This is an optimization exercise on Yosys and OpenROAD, whose aim is small area and a short achievable clock period, not a production implementation. Only simulation tests tie the RTL to the original design; equivalence was not proved. No activity file was given, so power comes from the tool's default toggle rates.

==> design/flow/design.v <==
module alu32 ( input [2:0] f3,
               input alt,
               input isop,
               input [31:0] a,
               input [31:0] b,
               output reg [31:0] y,
               output eq,
               output lt,
               output ltu
             );
    wire sub = (f3 != 3'd0) | (isop & alt);
    wire [31:0] bx = b ^ {32{sub}};
    wire [33:0] s = {1'b0, a, 1'b1} + {1'b0, bx, sub};
    wire [31:0] sum = s[32:1];
    wire cout = s[33];
    wire [31:0] x = a ^ b;
    assign eq = ~|x;
    assign ltu = ~cout;
    assign lt = (a[31] ^ b[31]) ? a[31] : sum[31];
    wire left = ~f3[2];
    reg [31:0] ar, sr;
    integer i;
    always @(*)
        for (i = 0; i < 32; i = i + 1)
            ar[i] = a[31-i];
    wire [31:0] sin = left ? ar : a;
    wire fill = alt & a[31] & ~left;
    wire [32:0] sh = $signed({fill, sin}) >>> b[4:0];
    always @(*)
        for (i = 0; i < 32; i = i + 1)
            sr[i] = sh[31-i];
    wire [31:0] shres = left ? sr : sh[31:0];
    always @(*) begin
        case (f3)
            3'd0: y = sum;
            3'd1: y = shres;
            3'd2: y = {31'd0, lt};
            3'd3: y = {31'd0, ltu};
            3'd4: y = x;
            3'd5: y = shres;
            3'd6: y = a | b;
            default: y = a & b;
        endcase
    end
endmodule
module regfile ( input clk,
                 input [4:0] rs1,
                 input [4:0] rs2,
                 input [30:0] wen,       
                 input [31:0] wdata,
                 output reg [31:0] rv1,
                 output reg [31:0] rv2
               );
    reg [32*32-1:32] rf;
    integer k;
    always @(posedge clk)
        for (k = 1; k < 32; k = k + 1)
            if (wen[k-1]) rf[k*32 +: 32] <= wdata;
    always @(*) begin
        rv1 = 32'd0;
        rv2 = 32'd0;
        for (k = 1; k < 32; k = k + 1) begin
            rv1 = rv1 | ({32{rs1 == k}} & rf[k*32 +: 32]);
            rv2 = rv2 | ({32{rs2 == k}} & rf[k*32 +: 32]);
        end
    end
endmodule
module cpu ( input clk,
             input reset,
             output [31:0] iaddr,
             input [31:0] idata,
             output [31:0] daddr,
             input [31:0] drdata,
             output [31:0] dwdata,
             output [3:0] dwe
           );
    wire [6:0] opc = idata[6:0];
    wire [2:0] f3 = idata[14:12];
    wire [4:0] rd = idata[11:7];
    wire is_lui   = opc == 7'b0110111;
    wire is_auipc = opc == 7'b0010111;
    wire is_jal   = opc == 7'b1101111;
    wire is_jalr  = opc == 7'b1100111;
    wire is_br    = opc == 7'b1100011;
    wire is_load  = opc == 7'b0000011;
    wire is_store = opc == 7'b0100011;
    wire is_opimm = opc == 7'b0010011;
    wire is_op    = opc == 7'b0110011;
    wire [31:0] immI = {{20{idata[31]}}, idata[31:20]};
    wire [31:0] immB = {{20{idata[31]}}, idata[7], idata[30:25], idata[11:8], 1'b0};
    wire [31:0] immJ = {{12{idata[31]}}, idata[19:12], idata[20], idata[30:21], 1'b0};
    wire [31:0] immU = {idata[31:12], 12'd0};
    reg [31:1] pc;
    assign iaddr = {pc, 1'b0};
    wire [31:0] rv1, rv2, wdata;
    wire we = ~reset & (is_lui | is_auipc | is_jal | is_jalr | is_load | is_opimm | is_op);
    wire [31:0] rdhot = 32'd1 << rd;
    wire [30:0] wen = {31{we}} & rdhot[31:1];
    regfile rf ( .clk(clk), .rs1(idata[19:15]), .rs2(idata[24:20]),
                 .wen(wen), .wdata(wdata), .rv1(rv1), .rv2(rv2) );
    wire [11:0] imm12 = {idata[31:25], (idata[5] & ~idata[2]) ? idata[11:7] : idata[24:20]};
    wire [12:0] alo = {1'b0, rv1[11:0]} + {1'b0, imm12};
    wire [19:0] ahi = rv1[31:12];
    wire [19:0] ahi_inc = ahi + 20'd1;
    wire [19:0] ahi_dec = ahi - 20'd1;
    wire sgn = idata[31];
    wire [19:0] ahi_c1 = sgn ? ahi : ahi_inc;
    wire [19:0] ahi_c0 = sgn ? ahi_dec : ahi;
    wire [31:0] agu = {alo[12] ? ahi_c1 : ahi_c0, alo[11:0]};
    assign daddr = agu;
    wire [31:0] aluy;
    wire eq, lt, ltu;
    alu32 alu ( .f3(f3), .alt(idata[30]), .isop(idata[5]),
                .a(rv1), .b(idata[5] ? rv2 : immI),
                .y(aluy), .eq(eq), .lt(lt), .ltu(ltu) );
    wire [31:0] immP = ~idata[2] ? immB : (idata[3] ? immJ : immU);
    wire [31:0] pcop = {pc, 1'b0} & {32{~(idata[5] & ~idata[6])}};
    wire [31:0] pcrel = pcop + immP;
    wire [31:1] pc4 = pc + 31'd2;
    wire [1:0] la = agu[1:0];
    wire [7:0] lb = la[1] ? (la[0] ? drdata[31:24] : drdata[23:16])
                          : (la[0] ? drdata[15:8] : drdata[7:0]);
    wire [15:0] lh = la[1] ? drdata[31:16] : drdata[15:0];
    reg [31:0] ldata;
    always @(*) begin
        case (f3)
            3'd0: ldata = {{24{lb[7]}}, lb};
            3'd1: ldata = la[0] ? 32'd0 : {{16{lh[15]}}, lh};
            3'd2: ldata = drdata;
            3'd4: ldata = {24'd0, lb};
            3'd5: ldata = la[0] ? 32'd0 : {16'd0, lh};
            default: ldata = 32'd0;
        endcase
    end
    assign wdata = idata[4] ? (idata[2] ? pcrel : aluy)
                            : (idata[2] ? {pc4, 1'b0} : ldata);
    reg [3:0] dwe_r;
    always @(*) begin
        dwe_r = 4'd0;
        if (is_store)
            case (f3)
                3'd0: dwe_r = 4'd1 << la;
                3'd1: dwe_r = (la == 2'd0) ? 4'b0011 : (la == 2'd2) ? 4'b1100 : 4'b0000;
                3'd2: dwe_r = (la == 2'd0) ? 4'b1111 : 4'b0000;
                default: dwe_r = 4'd0;
            endcase
    end
    assign dwe = reset ? 4'd0 : dwe_r;
    assign dwdata[7:0]   = rv2[7:0];
    assign dwdata[15:8]  = (f3[1] | f3[0]) ? rv2[15:8] : rv2[7:0];
    assign dwdata[23:16] = f3[1] ? rv2[23:16] : rv2[7:0];
    assign dwdata[31:24] = f3[1] ? rv2[31:24] : (f3[0] ? rv2[15:8] : rv2[7:0]);
    wire cond = f3[2] ? (f3[1] ? ltu : lt) : eq;
    wire taken = is_br & (cond ^ f3[0]) & (f3[2] | ~f3[1]);
    always @(posedge clk) begin
        if (reset)
            pc <= 31'h7FFFFFFE;
        else if (is_jalr)
            pc <= agu[31:1];
        else if (is_jal | taken)
            pc <= pcrel[31:1];
        else
            pc <= pc4;
    end
endmodule
==> design/flow/run.sh <==
#!/bin/bash
# synth_recipe.tcl (not shown) runs the flow's synth.tcl, then flattens the netlist and writes it again
# the make line also repeats each setting of config.mk as NAME=value (left out here)
make -C /OpenROAD-flow-scripts/flow DESIGN_CONFIG=/design/flow/config.mk WORK_HOME=/design/flow/orfs CLKGATE_MAP_FILE= SYNTH_SCRIPT=/design/flow/synth_recipe.tcl finish
==> design/flow/config.mk <==
export PLATFORM = sky130hd
export DESIGN_NAME = cpu
export DESIGN_NICKNAME = cpu
export VERILOG_FILES = /design/flow/design.v
export SDC_FILE = /design/flow/constraint.sdc
export NUM_CORES = 4
export LEC_CHECK = 0
export CAP_MARGIN = 20
export CORE_MARGIN = 2
export CORE_UTILIZATION = 35
export PLACE_DENSITY = 0.5
export SETUP_SLACK_MARGIN = 0.4
export SLEW_MARGIN = 20
==> design/flow/constraint.sdc <==
create_clock -name core_clock -period 13.0 [get_ports {clk}]
set_input_delay 2.6000 -clock core_clock [delete_from_list [all_inputs] [get_ports {clk}]]
set_output_delay 2.6000 -clock core_clock [all_outputs]
set_load 0.01 [all_outputs]
==> impl_metrics.csv, run 1 <==
group,metric,value,unit
run_status,status,"timing/DRC/antenna clean",
placed_design,hpwlAfterDp,246,mm
setup_path,path_max_fanout,44,
synthesis,yosysSeqAreaShare,52.9,%
finish,layout_common_cells,"edfxtp_1, a22oi_1, a21oi_1, and3_1, nand2_1",
global_routing,grt_start_max_net_pins,57,
setup_path,r2r-start,"rf.rf[961]$_DFFE_PP_",
setup_path,startpoint,"idata[15]",
sta,slew_headroom,10.8,%
synthesis,synth_edf_count,992,
placed_design,placedCellCount,7372,
sta,finalSetupViolations,0,
cts,htreeDepth,3,
cts,clk_path_buf_depth,3,
setup_path,r2r_end,"pc[1]$_SDFFE_PP0P_",
placed_design,gp_congestion,1.02,
routing,routed.top_layer,"met5",
synthesis,syn_inst,5179,
sta,clock_skew,0.0320,ns
placed_design,portBuffers,164,
routing,routed_via_density,7.32,
setup_path,crit_path_end,"daddr[19]",
worst_hold_path,holdCritPathClass,"reg -> reg",
finish,final_cells,7612,
setup_path,crit_type,"in -> out",
routing,vias,55698,
floorplan,dieArea,168000,µm²
synthesis,synth_fp_nets,5388,
global_routing,grt_antenna_before_repair,42,
synthesis,async_reset_ff_share,0,%
cts,cts-resized-gates,0,
global_routing,grt_usage,42.1,%
floorplan,die_h,409,µm
synthesis,yosys_warnings,3,
routing,met3RoutedLength,50.3,mm
sta,drv_slew,0,
floorplan,die_width,409,µm
setup_path,reg2reg_slack,5.36,ns
global_routing,grt_overflow,0,
cts,clk_pin_slew,0.05,ns
finish,drive_gt1_share,13.0,%
global_routing,grt_pass1_wl,478,mm
synthesis,synth_seq_cells,1023,
floorplan,ioPinCount,166,
finish,syn2layout_area_growth,16.2,%
finish,fin_nets,5523,
cts,cts_buffers,114,
sta,worst_pin_slew,1.33,ns
finish,final_common_cell,"edfxtp_1",
routing,first_pass_iters,11,
floorplan,coreArea,163000,µm²
routing,ant_nets,0,
sta,timing.final.crit_share,91.0,%
routing,drt_iter0_drc,12539,
synthesis,synth_top_flop_cell,"edfxtp_1",
job,max_cap_viol_count,0,
routing,drc,0,
cts,clock-root-buffer,"clkbuf_16",
routing,met1_length,134,mm
cts,cts_setup_buffers,0,
global_routing,grt_pass1_vias,51062,
routing,route.met2.wl,149,mm
routing,routed_wl,366,mm
power_and_ir_drop,ir_drop,0.000111,V
synthesis,avgSynthCellArea,11.1,µm²
power_and_ir_drop,power.leakage,23.3,nW
routing,wire_per_inst,48.1,µm
floorplan,core.rowCount,148,
setup_path,reg2reg_depth,22,
setup_path,end_kind,"primary output",
sta,hold_viol_final,0,
sta,post-route-min-period,11.84,ns
setup_path,cp.required,10.40,ns
power_and_ir_drop,power_density,156,nW/µm²
cts,cts_tree,"built",
cts,hold_buffers,0,
cts,clk_latency,0.77,ns
cts,cts.sinks,1023,
sta,setup-tns-final,0,ns
sta,fmax,0.0845,GHz
setup_path,crit_path_start_kind,"input port",
sta,rsz0062_at_grt,"no",
synthesis,netlist_area,57500,µm²
synthesis,netlist-cell-type-count,103,
floorplan,initial_core_util,35.3,%
setup_path,cp.arrival,9.24,ns
finish,fillCellCount,15615,
## cells in the mapped netlist (49+ instances only)
library cell    n  area, µm²
a22o_1         89        780
clkbuf_1      274       1030
nand3_1       207       1040
mux2i_1        92        921
a21oi_1       296       1480
a22oi_1       502       3770
a21o_1         49        368
nor3_1         63        315
nand4_1       133        832
nor2_1        300       1130
buf_2          74        370
and3_1        285       1780
a221oi_1       89        780
o21ai_0       143        716
ha_1          141       1760
nand2_1       278       1040
inv_1         113        424
a2111oi_0      74        648
edfxtp_1      992      29800
xnor2_1       106        928
## layout make-up
type | count | area [µm²] | share of cell area [%]
clock inverters | 89 | 1000 | 1.50
diodes | 24 | 60.1 | 0.0898
multi-input cells | 3624 | 25600 | 38.4
clock buffers | 126 | 2920 | 4.37
flip-flops and latches | 1023 | 30400 | 45.5
well taps | 2175 | 2720 | 4.07
inverters | 118 | 443 | 0.663
repair buffers | 433 | 3650 | 5.47
## layer usage
layer,up-vias,GRT usage (%)
met5,-,0.460
met4,30,29.0
met3,1475,14.0
met2,5399,60.1
met1,27790,53.7
li1,21004,-
## power breakdown
| group | switching (mW) | total (mW) | internal [mW] |
|---|---|---|---|
| logic | 2.09 | 2.98 | 0.892 |
| registers | 0.0532 | 4.02 | 3.96 |
| clock network | 1.49 | 3.45 | 1.96 |
## kinds of logic after synthesis
group / after synthesis / share of synthesized area, %
AND/OR/NAND/NOR: 1599 / 14.8
other: 1 / 0.00652
flip-flops: 1023 / 52.9
adder cells (fa/ha/maj): 143 / 3.14
AO/OA/AOI/OAI: 1585 / 19.8
buffers and inverters: 532 / 3.98
multiplexers: 149 / 3.11
XOR/XNOR: 147 / 2.24
## registers in the layout, indices dropped and copies added, names as in the netlist
signal / flops
pc: 31
rf.rf: 992
## how the worst min path moves through the flow
stage,from,to,slack (ns),cells after the start
final,pc[1]$_SDFFE_PP0P_,pc[1]$_SDFFE_PP0P_,0.62,2
after global routing,pc[1]$_SDFFE_PP0P_,pc[1]$_SDFFE_PP0P_,0.67,2
after CTS,pc[1]$_SDFFE_PP0P_,pc[1]$_SDFFE_PP0P_,0.62,2
after detailed placement,pc[1]$_SDFFE_PP0P_,pc[1]$_SDFFE_PP0P_,0.60,2
after global placement,pc[1]$_SDFFE_PP0P_,pc[1]$_SDFFE_PP0P_,0.61,2
after floorplan,pc[1]$_SDFFE_PP0P_,pc[1]$_SDFFE_PP0P_,0.59,2
## critical path, cell delays in order
cell	delay (ns)
buf_4	0.55
nand3b_1	0.71
nor2_4	0.93
a22oi_1	0.19
and4_1	0.26
nand3_1	0.32
ha_1	0.27
a21oi_1	0.08
o21bai_1	0.20
a21oi_1	0.12
o21ai_0	0.29
a41oi_1	0.19
a211o_1	0.46
nor4_1	0.37
and3_1	0.43
a21boi_0	0.17
xnor2_1	0.36
clkdlybuf4s50_1	0.65
## metrics by stage
step / total power [mW] / hold WS, ns / area [µm²] / setup WS [ns] / utilization, %
floorplan: 5.61 / 0.589 / 57500 / 3.42 / -
global placement: 6.95 / 0.614 / 62800 / 1.37 / 38.6
detailed placement: 6.95 / 0.600 / 62800 / 1.41 / 38.6
CTS: 10.3 / 0.615 / 66800 / 1.39 / 41.0
global route: 10.7 / 0.665 / 66800 / 0.937 / 41.0
finish: 10.5 / 0.620 / 66800 / 1.16 / 41.0
==> run 2, diff against run 1 <==
--- a/design/flow/config.mk
+++ b/design/flow/config.mk
@@ -7,7 +7,7 @@
 export LEC_CHECK = 0
 export CAP_MARGIN = 20
 export CORE_MARGIN = 2
-export CORE_UTILIZATION = 35
-export PLACE_DENSITY = 0.5
-export SETUP_SLACK_MARGIN = 0.4
+export CORE_UTILIZATION = 45
+export PLACE_DENSITY = 0.6
+export SETUP_SLACK_MARGIN = 2
 export SLEW_MARGIN = 20
==> impl_metrics.csv, run 2 <==
group,metric,value,unit
sta,layout_setup_ws,1.83,ns
floorplan,initial_core_util,45.2,%
finish,drive_gt1_share,13.2,%
finish,multi_input_area,25700,µm²
worst_hold_path,hold_end,"pc[1]$_SDFFE_PP0P_",
sta,fmax,0.0895,GHz
setup_path,crit_buf_inv,4,
sta,worst_pin_slew,1.26,ns
sta,timing.final.crit_share,86.0,%
setup_path,reg2reg_depth,23,
power_and_ir_drop,power.leakage,23.2,nW
synthesis,synth_top_cell_area_share,51.8,%
finish,fillCellCount,11210,
placed_design,placedCellCount,6852,
power_and_ir_drop,power_density,152,nW/µm²
finish,final_cells,7099,
synthesis,yosys_warnings,3,
finish,final_common_cell,"edfxtp_1",
cts,hold_buffers,0,
routing,ant_nets,0,
synthesis,yosysSeqAreaShare,52.9,%
routing,vias,56731,
setup_path,cp.arrival,8.57,ns
routing,drt_iter0_drc,13173,
global_routing,grt_start_max_net_pins,61,
sta,slew_headroom,15.5,%
sta,drv_slew,0,
synthesis,yosysTopAreaCell,"edfxtp_1",
cts,cts_buffers,106,
routing,wire_per_inst,47.7,µm
global_routing,met2_usage,67.6,%
finish,seq_area,30400,µm²
sta,clock_skew,0.0527,ns
placed_design,gp_congestion,1.08,
floorplan,die_h,362,µm
finish,syn2layout_area_growth,14.8,%
setup_path,cp.required,10.40,ns
global_routing,grt.met1_usage,61.7,%
setup_path,critical_path.slowest_cell,"or4_1",
cts,cts.sinks,1023,
setup_path,r2r-start,"rf.rf[961]$_DFFE_PP_",
finish,fin_nets,5536,
setup_path,crit_family,"simple AND/OR/NAND/NOR gates",
synthesis,avgSynthCellArea,11.1,µm²
synthesis,netlist_area,57500,µm²
routing,routed_via_density,7.99,
synthesis,async_reset_ff_share,0,%
placed_design,portBuffers,164,
cts,clock-root-buffer,"clkbuf_16",
routing,drc,0,
cts,htreeDepth,3,
global_routing,busiest_layer,"met2",
finish,layout_common_cells,"edfxtp_1, a22oi_1, a21oi_1, and3_1, nand2_1",
setup_path,r2r_end,"pc[23]$_SDFF_PP1_",
worst_hold_path,holdCritPathClass,"reg -> reg",
sta,finalSetupViolations,0,
global_routing,grtUsageMet3,23.6,%
synthesis,yosysMostFrequentCell,"edfxtp_1",
job,max_cap_viol_count,0,
synthesis,synth_common_cells,"edfxtp_1, a22oi_1, nor2_1, a21oi_1, and3_1",
global_routing,grt_overflow,0,
routing,routed_wl,338,mm
placed_design,place_ws,0.838,ns
global_routing,grt_usage,50.2,%
global_routing,grt_pass1_vias,51586,
setup_path,reg2reg_slack,5.12,ns
worst_hold_path,hp-start,"pc[1]$_SDFFE_PP0P_",
finish,max_flop_register,"rf.rf",
finish,largest_register_ffs,992,
routing,first_pass_iters,15,
synthesis,synth_fp_nets,5388,
placed_design,hpwlAfterDp,222,mm
sta,hold_viol_final,0,
cts,clk_pin_slew,0.06,ns
cts,clk_latency,0.78,ns
sta,post-route-min-period,11.17,ns
cts,cts_tree,"built",
floorplan,die_width,362,µm
setup_path,path_max_fanout,57,
floorplan,dieArea,131000,µm²
setup_path,crit_type,"in -> out",
synthesis,syn_inst,5179,
synthesis,netlist-cell-type-count,103,
global_routing,grt_antenna_before_repair,36,
synthesis,synth_edf_count,992,
synthesis,synth_top_flop_cell,"edfxtp_1",
sta,rsz0062_at_grt,"yes",
setup_path,end_kind,"primary output",
cts,clk_path_buf_depth,3,
floorplan,core.rowCount,131,
global_routing,grt_pass1_wl,448,mm
setup_path,slowest_delay,0.71,ns
synthesis,synth_seq_cells,1023,
run_status,status,"timing/DRC/antenna clean",
floorplan,coreArea,127000,µm²
floorplan,ioPinCount,166,
sta,setup-tns-final,0,ns
synthesis,synth_area_leaders,"edfxtp_1, a22oi_1, and3_1",
worst_hold_path,hold_depth,2,
finish,reg_top3,"rf.rf x992, pc x31",
setup_path,crit_path_start_kind,"input port",
setup_path,critical_path.cell_chain,"buf_12 > or3b_1 > nor2_4 > buf_4 > buf_4 > a2111oi_0 > nand3_1 > or4_1 > nand4_1 > nor4_1 > nand4_1 > nor2_1 > a41oi_1 > xnor2_1 > clkdlybuf4s50_1",
power_and_ir_drop,ir_drop,0.000109,V
run 2: cell counts after synthesis:
No cell type changed its count.
run 2: what timing repair did:
item                       in CTS  in global routing
setup buffers                  21                  5
setup endpoints to repair      23                 16
resized for setup              32                 18
pin swaps                       4                  2
run 2: worst max path at each step:
stage               from              endpoint  slack [ns]  cells past startpoint
3_5_place_dp   idata[19]             daddr[31]        0.84                     21
2_1_floorplan  idata[20]  rf.rf[102]$_DFFE_PP_        3.42                     25
4_1_cts        idata[17]             daddr[31]        2.07                     21
3_3_place_gp   idata[19]             daddr[31]        0.90                     21
6_report       idata[18]             daddr[31]        1.83                     15
5_1_grt        idata[19]             daddr[26]        1.91                     23
run 2: per-layer routing:
metal	vias up	routed length [µm]
li1	21007	-
met1	27387	115000
met2	6309	130000
met3	1992	58100
met4	36	34600
met5	-	597
run 2: power breakdown:
| group | total [mW] | internal (mW) | switching [mW] |
|---|---|---|---|
| Combinational | 2.94 | 0.901 | 2.04 |
| Clock | 3.07 | 1.66 | 1.40 |
| Sequential | 4.02 | 3.96 | 0.0559 |
| Total | 10.0 | 6.53 | 3.50 |
run 2: cells by family after synthesis:
| kind of cell | Yosys count | share of synthesized area [%] |
|---|---|---|
| xor+xnor | 147 | 2.24 |
| simple gates | 1599 | 14.8 |
| mux | 149 | 3.11 |
| fa+ha+maj | 143 | 3.14 |
| flops | 1023 | 52.9 |
| other cells | 1 | 0.00652 |
| compound gates | 1585 | 19.8 |
| buf+inv | 532 | 3.98 |
run 2: worst register-to-register path: stages (launching register included):
cell and delay, ns:
edfxtp_1 0.54, and4_1 0.27, a31oi_1 0.14, nor3b_1 0.06
a2111oi_0 0.59, a31o_2 0.85, inv_1 0.11, buf_4 0.27
xnor2_1 0.18, ha_1 0.39, o21a_1 0.19, o221ai_1 0.21
o211ai_1 0.89, a22oi_1 0.32, a21oi_1 0.33, or3b_2 0.49
a31oi_1 0.28, o21a_1 0.20, o21ai_0 0.10, a211o_1 0.27
a21oi_4 0.40, buf_12 0.30, mux2i_1 0.27, nand2_1 0.07
run 2: cell type report:
class	instances	area share [%]
antenna	26	0.0985
clock buffer	125	4.19
clock inverter	67	0.930
inverter	118	0.682
multi-input combinational	3624	39.0
sequential	1023	46.1
tap	1662	3.15
timing repair buffer	454	5.93
run 2: metrics by stage:
stage | hold WS, ns | util, % | power, mW | cell area (µm²)
5_1_grt | 0.690 | 51.9 | 10.2 | 66000
3_5_place_dp | 0.614 | 48.9 | 6.85 | 62100
4_1_cts | 0.622 | 51.7 | 9.84 | 65800
2_1_floorplan | 0.589 | - | 5.61 | 57500
3_3_place_gp | 0.601 | 48.9 | 6.84 | 62100
6_report | 0.622 | 51.9 | 10.0 | 66000

[what the ideal ports hide]
In the flow no input, the clock included, has a driving cell. The finished layouts below were timed again as built, in two steps. Step 1 assumes that a clkbuf_16 drives the clock port and a buf_2 every other input. Step 2 times the ports against the registers' clock, not the clock port: input delays grow and output delays shrink by t, the midpoint of the rising clock arrivals with the driver on. Slacks: ideal ports / drivers / drivers and shift; pairs: ideal ports / drivers.
| run | shift t [ns] | setup WS [ns] | worst setup path at the end | clock arrival spread, ns | worst data-port slew with drivers (ns) |
|---|---|---|---|---|---|
| run 1 | 0.829 | 1.165 / 1.139 / 1.139 | input to output | 0.032 / 0.032 | 0.22 |
| run 2 | 0.825 | 1.825 / 1.760 / 1.289 | input to register | 0.053 / 0.052 | 0.21 |
After both steps setup and hold are still met in every run listed. For run 2, which loses most, drivers alone change the setup slack by -0.065 ns; drivers and shift together by -0.536 ns.
